From an optimization exercise on the open Yosys and OpenROAD flow, aimed at small area; shortcuts taken in it are not production practice.
Only simulation tests tie the RTL to the original design; equivalence was not proved.
No activity file was given, so power comes from the tool's default toggle rates.

==> design.v <==
`timescale 1ns / 1ps
module seven_segment(number,segment_out);
input logic [3:0] number;
output logic [6:0] segment_out;
always_comb
begin
 case(number)
 4'b0000: segment_out = 7'b1000000;
 4'b0001: segment_out = 7'b1111001;
 4'b0010: segment_out = 7'b0100100;
 4'b0011: segment_out = 7'b0110000;
 4'b0100: segment_out = 7'b0011001;
 4'b0101: segment_out = 7'b0010010;
 4'b0110: segment_out = 7'b0000010;
 4'b0111: segment_out = 7'b1111000;
 4'b1000: segment_out = 7'b0000000;
 4'b1001: segment_out = 7'b0010000;
 4'b1010: segment_out = 7'b0001000;
 4'b1011: segment_out = 7'b0000011;
 4'b1100: segment_out = 7'b1000110;
 4'b1101: segment_out = 7'b0100001;
 4'b1110: segment_out = 7'b0000110;
 default: segment_out = 7'b1111111;
 endcase
end
endmodule
`timescale 1ns / 1ps
module seven_segment_four(segment_out,segment_enable,d4,d3,d2,d1,clk,rst);
input logic clk,rst;
input logic [3:0] d4,d3,d2,d1;
output logic [6:0] segment_out;
output logic [3:0] segment_enable;
logic [3:0] cnt;  
logic [3:0] segment_number;
seven_segment seven_segment_inst(segment_number,segment_out);
always_ff @(posedge clk or posedge rst)
begin
    if (rst)
        cnt <= 0;
    else
        cnt <= cnt + 1;
end
always_comb
begin
    case (cnt[3:2])
        2'd0: begin segment_number = d1; segment_enable = 4'b1110; end
        2'd1: begin segment_number = d2; segment_enable = 4'b1101; end
        2'd2: begin segment_number = d3; segment_enable = 4'b1011; end
        default: begin segment_number = d4; segment_enable = 4'b0111; end
    endcase
end
endmodule
`timescale 1ns / 1ps
module debouncer(button,button_out,clk,rst);
input logic button,clk,rst;
output logic button_out;
logic ff1, ff2, result, state;
logic [4:0] cnt;
logic done;
assign done = cnt[4] & cnt[2] & cnt[0];  
always_ff @(posedge clk or posedge rst)
begin
    if (rst) begin
        ff1 <= 0;
        ff2 <= 0;
        cnt <= 0;
        result <= 0;
        state <= 0;
        button_out <= 0;
    end
    else begin
        ff1 <= button;
        ff2 <= ff1;
        if (done)
            result <= ff2;
        if (ff1 ^ ff2)
            cnt <= 0;
        else if (!done)
            cnt <= cnt + 1;
        state <= result;
        button_out <= result & ~state;
    end
end
endmodule
`timescale 1ns / 1ps
module simple_microprocessor(btnC,btnU,btnL,btnR,btnD,CLK100MHZ,rst_in,sw,seg,an);
input logic btnC,btnU,btnL,btnR,btnD;
input logic rst_in;
input logic CLK100MHZ;
input logic [15:0] sw;
output logic [6:0] seg;
output logic [3:0] an;
logic clk;
assign clk = CLK100MHZ;
logic bC,bL,bR,bU,bD;
debouncer dbd1(btnC,bC,clk,rst_in);
debouncer dbd2(btnR,bR,clk,rst_in);
debouncer dbd3(btnL,bL,clk,rst_in);
debouncer dbd4(btnU,bU,clk,rst_in);
debouncer dbd5(btnD,bD,clk,rst_in);
logic rst;
assign rst = bD | rst_in;
logic [3:0] S4,S3,S1;
logic S2;
seven_segment_four disp(seg,an,S4,S3,{4{S2}},S1,clk,rst);
localparam [5:0]
    F1=6'd0, F1L=6'd1, F1A=6'd2, F1S=6'd3, F1C=6'd4, F1U=6'd5,   
    F2=6'd8, DEC=6'd9,
    L1=6'd10, L2=6'd11, L3=6'd12,
    T1=6'd13, T2=6'd14, T3=6'd15,
    A1=6'd16, A2=6'd17, A3=6'd18, A4=6'd19,
    Q1=6'd20, Q2=6'd21, P1=6'd22, P2=6'd23, N1=6'd24, N2=6'd25,
    DISP1=6'd26, DISP2=6'd27,
    SO1=6'd32, SO2=6'd33, SO3=6'd34, SO4=6'd35, SO5=6'd36, SO6=6'd37, SO7=6'd38, SO8=6'd39, SO9=6'd40;
logic [5:0] st;
logic [4:0] cnt;
logic isext, opf;
logic [2:0] ss, cl, ts, sc, tc;
logic idle;
assign idle = (st[5:3] == 3'b000);
logic [11:0] im [0:7];
logic [11:0] I;
assign I = isext ? sw[11:0] : im[0];
logic rot;
assign rot = (st == DEC) & ~isext;
always_ff @(posedge clk or posedge rst)
begin
    if (rst) begin
        im[0] <= 12'b111_111_111_111;
        im[1] <= 12'b010_010_000_001;
        im[2] <= 12'b011_011_000_001;
        im[3] <= 12'b110_000_000_111;
        im[4] <= 12'b100_100_000_100;
        im[5] <= 12'b110_000_000_111;
        im[6] <= 12'b101_100_000_100;
        im[7] <= 12'b110_000_000_111;
    end
    else if (rot) begin
        for (int k = 0; k < 7; k++) im[k] <= im[k+1];
        im[7] <= im[0];
    end
    else if (st == F1C)
        im[0] <= sw[11:0];
end
logic [3:0] rf [0:7];
logic [3:0] dm [0:15];
logic [3:0] A, B, Y, wd;
logic [2:0] ra1, ra2, wa;
logic we;
always_comb
begin
    if (st == SO7 || (st == DISP2 && cnt == 5'd0))
        ra1 = tc;
    else if (st == SO9)
        ra1 = tc + 3'd1;
    else if (st == F1S)
        ra1 = {tc[0], sc[2:1]};
    else
        ra1 = sc;
    if (st[5])
        ra2 = sc + 3'd1;
    else
        ra2 = cl;
    if (st == F1U)
        wa = sw[11:9];
    else if (st == F1L || st == F1A || st == SO3)
        wa = tc;
    else if (st == SO5)
        wa = tc + 3'd1;
    else if (st == SO7)
        wa = sc;
    else
        wa = sc + 3'd1;
    we = (st == F1U) || (st == F1L) || (st == F1A) || (st == SO3) || (st == SO5) || (st == SO7) || (st == SO9);
    if (st == F1U)
        wd = sw[15:12];
    else if (st == F1L)
        wd = dm[{opf, cl}];
    else
        wd = Y;
end
assign A = rf[ra1];
assign B = rf[ra2];
always_ff @(posedge clk or posedge rst)
begin
    if (rst) begin
        rf[0] <= 6; rf[1] <= 3; rf[2] <= 2; rf[3] <= 3;
        rf[4] <= 4; rf[5] <= 5; rf[6] <= 6; rf[7] <= 7;
    end
    else if (we)
        rf[wa] <= wd;
end
always_ff @(posedge clk or posedge rst)
begin
    if (rst) begin
        for (int k = 0; k < 16; k++) dm[k] <= 0;
        dm[1] <= 1;
        dm[2] <= 5;
    end
    else if (st == F1S)
        dm[{opf, cl}] <= A;
end
logic [4:0] diff;
logic lt, wantmin, selA;
assign diff = {1'b0,A} - {1'b0,B};
assign lt = diff[4];
assign wantmin = (st == SO3) ^ opf;
assign selA = wantmin ? lt : ~lt;
always_comb
begin
    if (st == SO3 || st == SO5)
        Y = selA ? A : B;
    else if (st[5] || st == DISP2)
        Y = A;
    else
        Y = opf ? A + B : diff[3:0];
end
logic [3:0] sum;
logic [2:0] se;
assign sum = ss + cl;
assign se = (sum == 4'd0 || sum[3]) ? 3'd7 : sum[2:0] - 3'd1;
logic pass_end, more;
logic [4:0] cnt_p;
assign pass_end = (sc == se - 3'd1);
assign cnt_p = pass_end ? cnt + 5'd1 : cnt;
assign more = (cl == 3'd0) || ({2'b00,cl} - 5'd1 > cnt_p);
always_ff @(posedge clk or posedge rst)
begin
    if (rst) begin
        st <= F1;
        cnt <= 0;
        isext <= 0; opf <= 0;
        ss <= 0; cl <= 0; ts <= 0; sc <= 0; tc <= 0;
        S1 <= 0; S2 <= 0; S3 <= 0; S4 <= 0;
    end
    else begin
        if (idle) begin
            cnt <= 0;
            isext <= ~bC & ~bU & bR;
            if (bC) st <= F1C;
            else if (bU) st <= F1U;
            else if (bR | bL) st <= F2;
            else st <= F1;
        end
        else case (st)
        F2: st <= DEC;
        DEC: begin
            ss <= I[5:3]; sc <= I[5:3]; cl <= I[2:0]; ts <= I[8:6];
            opf <= (I[11:9] == 3'b000) ? I[3] : I[9];
            tc <= (I[11:9] == 3'b110) ? 3'd0 : I[8:6];
            case (I[11:9])
            3'b000: st <= L1;
            3'b001: st <= T1;
            3'b010, 3'b011: st <= A1;
            3'b100, 3'b101: st <= Q1;
            3'b110: st <= P1;
            default: st <= N1;
            endcase
        end
        L1: begin tc <= I[6:4]; st <= L2; end
        L2: st <= L3;
        L3: st <= F1L;
        T1: begin cl <= I[2:0]; opf <= I[3]; st <= T2; end
        T2: st <= T3;
        T3: st <= F1S;
        A1: st <= A2;
        A2: begin tc <= I[8:6]; st <= A3; end
        A3: st <= A4;
        A4: begin
            S4 <= A; S3 <= B; S2 <= 1; S1 <= Y;
            st <= F1A;
        end
        Q1: st <= Q2;
        Q2: st <= SO1;
        P1: st <= P2;
        P2: st <= DISP1;
        N1: st <= N2;
        N2: st <= F1;
        SO1: st <= SO2;
        SO2: st <= SO3;
        SO3: st <= SO4;
        SO4: st <= SO5;
        SO5: st <= SO6;
        SO6: st <= SO7;
        SO7: st <= SO8;
        SO8: st <= SO9;
        SO9: begin
            cnt <= cnt_p;
            if (more) begin
                st <= SO1;
                if (pass_end) begin sc <= ss; tc <= ts; end
                else begin sc <= sc + 3'd1; tc <= tc + 3'd1; end
            end
            else begin
                st <= DISP1;
                sc <= ss;
                tc <= tc + 3'd1;
            end
        end
        DISP1: begin
            cnt <= 0;
            S4 <= {1'b0, sc}; S3 <= 4'b1111; S2 <= 1;
            st <= DISP2;
        end
        DISP2: begin
            S1 <= Y;
            if (cnt < 5'd20)
                cnt <= cnt + 5'd1;
            else if (sc < se) begin
                tc <= sc;
                sc <= sc + 3'd1;
                st <= DISP1;
            end
            else
                st <= F1;
        end
        default: st <= F1;
        endcase
    end
end
endmodule
==> run.sh <==
#!/bin/bash
# synth_recipe.tcl (not shown) runs the flow's synth.tcl, then flattens the netlist and writes it again
# the make line also repeats each setting of config.mk as NAME=value (left out here)
make -C /OpenROAD-flow-scripts/flow DESIGN_CONFIG=/design/flow/config.mk WORK_HOME=/design/flow/orfs CLKGATE_MAP_FILE= SYNTH_SCRIPT=/design/flow/synth_recipe.tcl finish
==> config.mk <==
export PLATFORM = sky130hd
export DESIGN_NAME = simple_microprocessor
export DESIGN_NICKNAME = simple_microprocessor
export VERILOG_FILES = /design/flow/design.v
export SDC_FILE = /design/flow/constraint.sdc
export NUM_CORES = 4
export LEC_CHECK = 0
export ABC_AREA = 1
export CAP_MARGIN = 20
export CORE_MARGIN = 2
export CORE_UTILIZATION = 60
export CTS_BUF_LIST = sky130_fd_sc_hd__clkbuf_4 sky130_fd_sc_hd__clkbuf_8
export SLEW_MARGIN = 20
==> constraint.sdc <==
create_clock -name core_clock -period 10.0 [get_ports {CLK100MHZ}]
set_input_delay 2.0000 -clock core_clock [delete_from_list [all_inputs] [get_ports {CLK100MHZ}]]
set_output_delay 2.0000 -clock core_clock [all_outputs]
set_load 0.01 [all_outputs]
==> results of run 1 <==
cell usage in the layout, fill, tap and decap left out, types with 3 or more instances in the layout:
cell,instances
buf_4,3
a22oi_1,14
clkbuf_4,17
nand4_1,30
nor4_1,3
clkinv_2,5
a31oi_1,4
dfstp_2,60
dfrtp_1,227
clkbuf_8,61
xor2_1,16
nor2_1,139
ha_1,42
or2_2,6
a22o_1,5
mux2_2,9
clkdlybuf4s50_1,33
a221oi_1,11
nand2_2,16
o211ai_1,16
bufinv_16,3
nand3_1,82
xnor2_1,13
a211oi_1,4
inv_1,221
inv_2,22
o221ai_1,10
nand2_1,534
o21ai_1,36
a41oi_1,4
nand3_2,4
o31ai_1,5
nor2_2,11
nor3_1,13
nand2_4,4
o22ai_1,11
o21ai_0,139
nor2_4,10
fa_1,3
a21oi_1,64
cell usage after synthesis (5+ instances only):
cell type,count
buf_1,5
o221ai_1,10
a22oi_1,14
dfstp_2,60
o211ai_1,16
or2_2,6
nor2_4,8
nor2_1,140
nor2_2,12
a221oi_1,11
xor2_1,16
nor3_1,13
nand3_1,82
ha_1,42
a22o_1,5
xnor2_1,13
o22ai_1,11
o21ai_0,139
nand2_1,534
mux2_2,9
nand4_1,30
inv_2,21
nand2_2,16
a21oi_1,64
o31ai_1,5
clkbuf_1,22
dfrtp_1,227
o21ai_1,36
inv_1,223
layer usage:
metal	track usage [%]	part of all wire [%]	wire [microns]
met5	0	0	0
met4	9.21	2.7	978
met3	4.55	5.6	2000
met2	45.0	46	16700
met1	39.7	45	16300
flip-flops by register name, summed over array words and instances, names as in the netlist, 4 cells and up:
signal / count
im: 96
dm: 64
rf: 32
st: 6
cnt: 5
dbd1.cnt: 5
dbd2.cnt: 5
dbd3.cnt: 5
dbd4.cnt: 5
dbd5.cnt: 5
S1: 4
S3: 4
S4: 4
disp.cnt: 4
power by group through the flow:
stage	Sequential [uW]	Combinational [uW]	Clock (uW)
2_1_floorplan	1200	41.4	0
3_3_place_gp	1200	62.9	0
3_5_place_dp	1200	65.1	0
4_1_cts	1180	65.6	1180
5_1_grt	1180	74.1	1240
6_report	1180	63.4	1160
area by class of cell:
class | instances | area (sq um) | area share [%]
clock buffers | 78 | 967 | 5.81
inverters | 246 | 926 | 5.56
well taps | 324 | 405 | 2.44
flip-flops and latches | 287 | 7260 | 43.6
repair buffers | 37 | 373 | 2.24
clock inverters | 8 | 124 | 0.744
multi-input cells | 1279 | 6590 | 39.6
worst max-delay path by stage:
stage	depth (start not counted)	slack, ns	end	from
2_1_floorplan	1	3.36	S1[0]$_DFFE_PP0P_	rst_in
3_3_place_gp	25	5.21	st[3]$_DFFE_PP0P_	cl[0]$_DFFE_PP0P_
3_5_place_dp	25	5.13	st[3]$_DFFE_PP0P_	cl[0]$_DFFE_PP0P_
4_1_cts	10	4.70	seg[3]	disp.cnt[2]$_DFF_PP0_
5_1_grt	10	4.49	seg[3]	disp.cnt[3]$_DFF_PP0_
6_report	10	4.74	seg[3]	disp.cnt[2]$_DFF_PP0_
cell families after synthesis:
group | after synthesis | synth area share [%]
adders and majority gates | 45 | 3.92
xor gates and xnor gates | 31 | 1.92
buffers and inverters | 284 | 7.45
and+or+nand+nor | 858 | 24.4
AOI/OAI and AO/OA | 336 | 13.1
DFF | 287 | 48.5
muxes | 9 | 0.678
metrics by stage:
step                      utilization (%)  instance area (sq um)  std cells
after global placement               63.8                  15600       2173
after CTS                            68.2                  16600       2259
after detailed placement             63.8                  15600       2173
final                                68.2                  16600       2259
after floorplan                         -                  15000       1850
after global routing                 68.2                  16600       2259
worst max-delay path, cell delays in order, from the launching register on:
cell and delay (ns):
dfrtp_1 0.45, or2_2 0.36, o221ai_1 0.19, o21a_1 0.29, inv_1 0.15, ha_1 0.30, inv_1 0.06, o21ai_0 0.15
nor2_1 0.06, a31oi_1 0.14, clkdlybuf4s50_1 0.55
==> results.cfg, run 1 <==
[worst_setup_path]
start_kind = register
r2r-end = rf[4][0]$_DFFE_PP0P_
r2r_cells = 28
crit_arrival_ns = 3.26
worstSetupPathType = register to primary output
rr_startpoint = st[3]$_DFFE_PP0P_
path_max_fanout = 7
reg2reg_slack_ns = 5.04
critPathRequiredTime_ns = 8.00
cp-end-kind = primary output

[yosys]
synthArstFlopShare_pct = 100
synthDominantCellAreaShare_pct = 38.0
syn-num-nets = 1918
synthesis.area_sq_mm = 0.0150
yosys_register_bits = 287
synth_area_leaders = dfrtp_1, nand2_1, dfstp_2
synth_flop_cell = dfrtp_1
synth_cells = 1850
ys_types = 55
yosys_warnings = 7
synth_area_per_cell_sq_um = 8.08
yosys.area.top_type = dfrtp_1
yosysSeqAreaShare_pct = 48.5
synth_edf_count = 0

[timing]
hold_viol = 0
fin_skew_ns = 0.0213
fmax_mhz = 190
drv_slew = 0
max_slew_margin_pct = 31.0
rsz0062_at_grt = no
period_share_pct = 52.6
tightest_slew_ns = 1.03
hold_slack_ns = 0.375
setup-tns-final_ns = 0
post-route-min-period_ns = 5.26
finalSetupViolations = 0
setup_slack_ns = 4.74

[power_and_ir_drop]
internal_power_uw = 1890
irDropWorstVdd_uv = 141
p_per_area_mw_per_mm2 = 144
clockPowerShare_pct = 48.1
p_seq_share_pct = 49.2
power_frac_comb_pct = 2.6
finalPower_uw = 2400
leakage_uw = 0.00798
netSwitchingPower_uw = 519
sw_frac_of_total_pct = 21.6

[placed_design]
detailedPlace.worstSlack_ns = 5.13
port_buffers = 33
gp_congestion = 0.957
post-dp-hpwl_microns = 25700

[cts]
cts_tree = yes
numCtsBuffers = 47
worstSkewPairLatency_ns = 0.56
cts_resized = 0
cts.htree.levels = 2
cts_root_buf = clkbuf_8
postCtsHoldBufs = 0
cts.clk_slew.worst_paths_ns = 0.06
clk_path_buf_depth = 3
postCtsSetupRepairBufs = 0
cts.sinks = 287

[detailed_routing]
firstDrtPassIters = 7
drt-initial-drc-count = 1115
ant_nets = 0
routed_via_density = 5.55
wl_per_cell_microns = 15.9
via_count = 12500
post-route-drc-count = 0
drt_wl_total_microns = 36000

[die]
fp.dieW_microns = 162
die-area_sq_mm = 0.0262
dieHeight_microns = 162
core_sq_mm = 0.0244
pin_count = 34
row_count = 57
start_util_pct = 61.3

[cells_and_area]
num_antenna_cells = 0
drive_gt1_share_pct = 12.4
layout.nets = 1966
fillerInstances = 2031
area_growth_pct = 11.3

[global_route]
grt_pass1_wl_microns = 59900
grt_overflow_total = 0
grt_pass1_vias = 12100
globalRouteTotalUtil_pct = 28.2
grt_max_degree = 189
antenna_found_initial = 0

[hold_path]
hold_class = register to register
hold_start = dbd3.result$_DFFE_PP0P_
hold_end = dbd3.state$_DFF_PP0_
hold_depth = 0

[run_status]
status = finished clean

[run]
maxCapViolCount = 0
==> run 2, diff against run 1 <==
--- a/config.mk
+++ b/config.mk
@@ -7,7 +7,5 @@
 export LEC_CHECK = 0
-export ABC_AREA = 1
 export CAP_MARGIN = 20
 export CORE_MARGIN = 2
-export CORE_UTILIZATION = 60
-export CTS_BUF_LIST = sky130_fd_sc_hd__clkbuf_4 sky130_fd_sc_hd__clkbuf_8
+export CORE_UTILIZATION = 40
 export SLEW_MARGIN = 20
==> run 2 against run 1 <==
Effect of this change:
- still clean
- final area is 3.2% higher
- synthesized cell count is 23% lower
- global-route usage is 9.9 points lower
- power is 1.7% higher
- non-clock buffer count is 9 higher
- combinational power is 3% higher
- maximum frequency is 20% lower
- utilization is 23 points lower
- critical path depth is 6 higher
- wire length is 1.3% lower
- sequential cell count stayed put
- register-to-register slack worse by 1.6 ns
==> results.cfg, run 2 <==
[cts]
postCtsSetupRepairBufs = 0
cts.clk_slew.worst_paths_ns = 0.06
clk_path_buf_depth = 3
cts_tree = yes
worstSkewPairLatency_ns = 0.59
numCtsBuffers = 31
cts_root_buf = clkbuf_16
cts.htree.levels = 1
cts_resized = 0
postCtsHoldBufs = 0
cts.sinks = 287

[cells_and_area]
multi_input_area_sq_mm = 0.00761
layout_commonest_cell = dfrtp_1
ff_latch_area_sq_mm = 0.00726
drive_gt1_share_pct = 23.3
fin_util_pct = 45.5
fillerInstances = 3548
largest_reg_flops = 96
regMostFlops = im
area_growth_pct = 11.7
top_regs = im (96), dm (64), rf (32)
fin_area_sq_mm = 0.0172
num_antenna_cells = 0
layout.nets = 1492
final_cells = 1960
layout_common_cells = dfrtp_1, nand2_1, mux2_2, o21ai_0, nor2_1

[detailed_routing]
drt-initial-drc-count = 864
ant_nets = 0
via_count = 11000
post-route-drc-count = 0
drt_wl_total_microns = 35500
wl_per_cell_microns = 18.1
routed_via_density = 5.60
firstDrtPassIters = 8

[power_and_ir_drop]
leakage_uw = 0.00739
p_seq_share_pct = 48.7
internal_power_uw = 1910
netSwitchingPower_uw = 538
p_per_area_mw_per_mm2 = 142
irDropWorstVdd_uv = 136
clockPowerShare_pct = 48.6
power_frac_comb_pct = 2.7
sw_frac_of_total_pct = 22.0

[placed_design]
gp_congestion = 0.883
place_area_sq_mm = 0.0161
detailedPlace.worstSlack_ns = 3.62
dp_cells = 1901
post-dp-hpwl_microns = 24500
port_buffers = 33

[worst_setup_path]
crit_path_cell_trace = nor2b_1 -> nand2_1 -> nor2_1 -> o31a_1 -> nand3_2 -> o32a_1 -> a32oi_2 -> inv_1 -> ha_1 -> a21oi_1 -> xnor2_1 -> mux2_2 -> or2_2 -> or3_1 -> nand2_1 -> o21ai_0
worstSetupPathType = register to register
reg2reg_slack_ns = 3.43
cpLargestDelayFamily = simple AND/OR/NAND/NOR gates
crit_arrival_ns = 7.02
start_kind = register
path_buf_inv = 1
worst_path_most_repeated_cell = nand2_1
cpPeakStageDelay_ns = 0.93
slowest_stage = dfrtp_1
r2r_cells = 16
cp-end-kind = register
rr_startpoint = st[3]$_DFFE_PP0P_
r2r-end = rf[2][0]$_DFFE_PP0P_
path_max_fanout = 27
critPathRequiredTime_ns = 10.46

[global_route]
globalRouteTotalUtil_pct = 18.2
grt_max_degree = 156
grt_pass1_vias = 10800
grt_overflow_total = 0
antenna_found_initial = 0
grt_pass1_wl_microns = 58500

[timing]
setup-tns-final_ns = 0
fmax_mhz = 152
max_slew_margin_pct = 30.2
drv_slew = 0
fin_skew_ns = 0.0118
period_share_pct = 65.7
hold_viol = 0
setup_slack_ns = 3.43
rsz0062_at_grt = no
tightest_slew_ns = 1.04
post-route-min-period_ns = 6.57
finalSetupViolations = 0

[yosys]
synth_top_family_by_area = multiplexers
syn-num-nets = 1490
synthArstFlopShare_pct = 100
synthAdderAreaFrac_pct = 3.81
yosys.area.top_type = dfrtp_1
synthXorXnorAreaFrac_pct = 1.81
yosys.area_share.simple_pct = 12.8
synthesis.area_sq_mm = 0.0154
yosys_register_bits = 287
synth.area.mux_share_pct = 15.6
yosysSeqAreaShare_pct = 47.2
ys_types = 101
synth_area_leaders = dfrtp_1, mux2_2, dfstp_2
synth_edf_count = 0
yosys_warnings = 7
synthDominantCellAreaShare_pct = 36.9
netlist_top_cells_count = dfrtp_1, nand2_1, mux2_2, o21ai_0, nor2_1
synth_area_per_cell_sq_um = 10.8
synth_flop_cell = dfrtp_1
synth-compound-area-share_pct = 15.3
synth.most_common_cell = dfrtp_1
synth_cells = 1422

[die]
fp.dieW_microns = 200
dieHeight_microns = 200
die-area_sq_mm = 0.0400
start_util_pct = 40.7
core_sq_mm = 0.0378
row_count = 71
pin_count = 34

[hold_path]
hold_class = register to register
hold_depth = 1
hold_start = dbd2.state$_DFF_PP0_
hold_end = dbd2.button_out$_DFF_PP0_

[run_status]
status = finished clean

[run]
maxCapViolCount = 0
## run 2: cell count changes after synthesis, moves of 21 or more
cell | previous run | this run
o21ai_0 | 139 | 97
nand3_1 | 82 | 26
o21ai_1 | 36 | 6
inv_2 | 21 | 0
nand4_1 | 30 | 6
inv_1 | 223 | 37
mux2_2 | 9 | 150
nand2_1 | 534 | 175
nor2_1 | 140 | 72
mux2i_1 | 0 | 41
## run 2: routing by layer
layer / up-vias / part of all wire (%) / wire [microns] / global-route usage, %
met4: 0 / 2.4 / 847 / 5.08
li1: 5199 / - / - / -
met3: 57 / 4.5 / 1600 / 2.69
met2: 258 / 46 / 16300 / 28.5
met1: 5457 / 47 / 16700 / 26.4
met5: - / 0 / 0 / 0
## run 2: cells by family after synthesis
logic type      Yosys count
compound gates          333
xor+xnor                 31
fa+ha+maj                45
buf+inv                 115
flops                   287
mux                     206
simple gates            405
## run 2: power by group through the flow
stage	sequential (uW)	clock, uW	combinational [uW]
after detailed placement	1210	0	67.9
after global routing	1190	1270	76.5
after CTS	1190	1220	68.0
final	1190	1190	65.2
after global placement	1210	0	66.3
after floorplan	1210	0	43.0
## run 2: final cells by class
| class | instances | share of cell area, % |
|---|---|---|
| inverter | 38 | 0.838 |
| clock inverter | 12 | 0.904 |
| timing repair buffer | 46 | 2.64 |
| sequential | 287 | 42.3 |
| clock buffer | 46 | 5.31 |
| tap | 511 | 3.72 |
| multi-input combinational | 1020 | 44.3 |
## run 2: worst max-delay path by stage
stage / from / to / slack (ns) / cells past startpoint
4_1_cts: st[3]$_DFFE_PP0P_ / rf[2][0]$_DFFE_PP0P_ / 3.61 / 16
5_1_grt: st[3]$_DFFE_PP0P_ / rf[2][0]$_DFFE_PP0P_ / 2.94 / 16
6_report: st[3]$_DFFE_PP0P_ / rf[2][0]$_DFFE_PP0P_ / 3.43 / 16
3_5_place_dp: st[3]$_DFFE_PP0P_ / rf[2][0]$_DFFE_PP0P_ / 3.62 / 16
3_3_place_gp: st[3]$_DFFE_PP0P_ / rf[2][0]$_DFFE_PP0P_ / 3.82 / 16
2_1_floorplan: rst_in / S1[0]$_DFFE_PP0P_ / 3.36 / 1
## run 2: through the flow
stage / total power [uW] / hold WS, ns
floorplan: 1250 / 0.362
global placement: 1280 / 0.375
detailed placement: 1280 / 0.380
CTS: 2480 / 0.395
global route: 2540 / 0.408
finish: 2450 / 0.387

[port drivers added, routing unchanged]
The flow's constraints put no driver on any port. The routed layouts listed below were extracted and timed again, unchanged, in two steps. Step 1 assumes that a clkbuf_16 drives the clock port and a buf_2 every other input. Step 2, shift: input delay + t, output delay - t, t = (earliest + latest rising clock arrival at the registers) / 2. This alone moves slack from input paths to output paths. a / b / c = no drivers / after step 1 / after step 2; a / b = the first two.
| run | t, ns | setup WS [ns] | hold WS [ns] | worst setup path after step 2 |
|---|---|---|---|---|
| run 1 | 0.600 | 4.741 / 4.694 / 5.036 | 0.375 / 0.375 / 0.375 | register to register |
| run 2 | 0.632 | 3.434 / 3.434 / 3.434 | 0.387 / 0.387 / 0.387 | register to register |
After both steps every run listed still meets setup and hold.
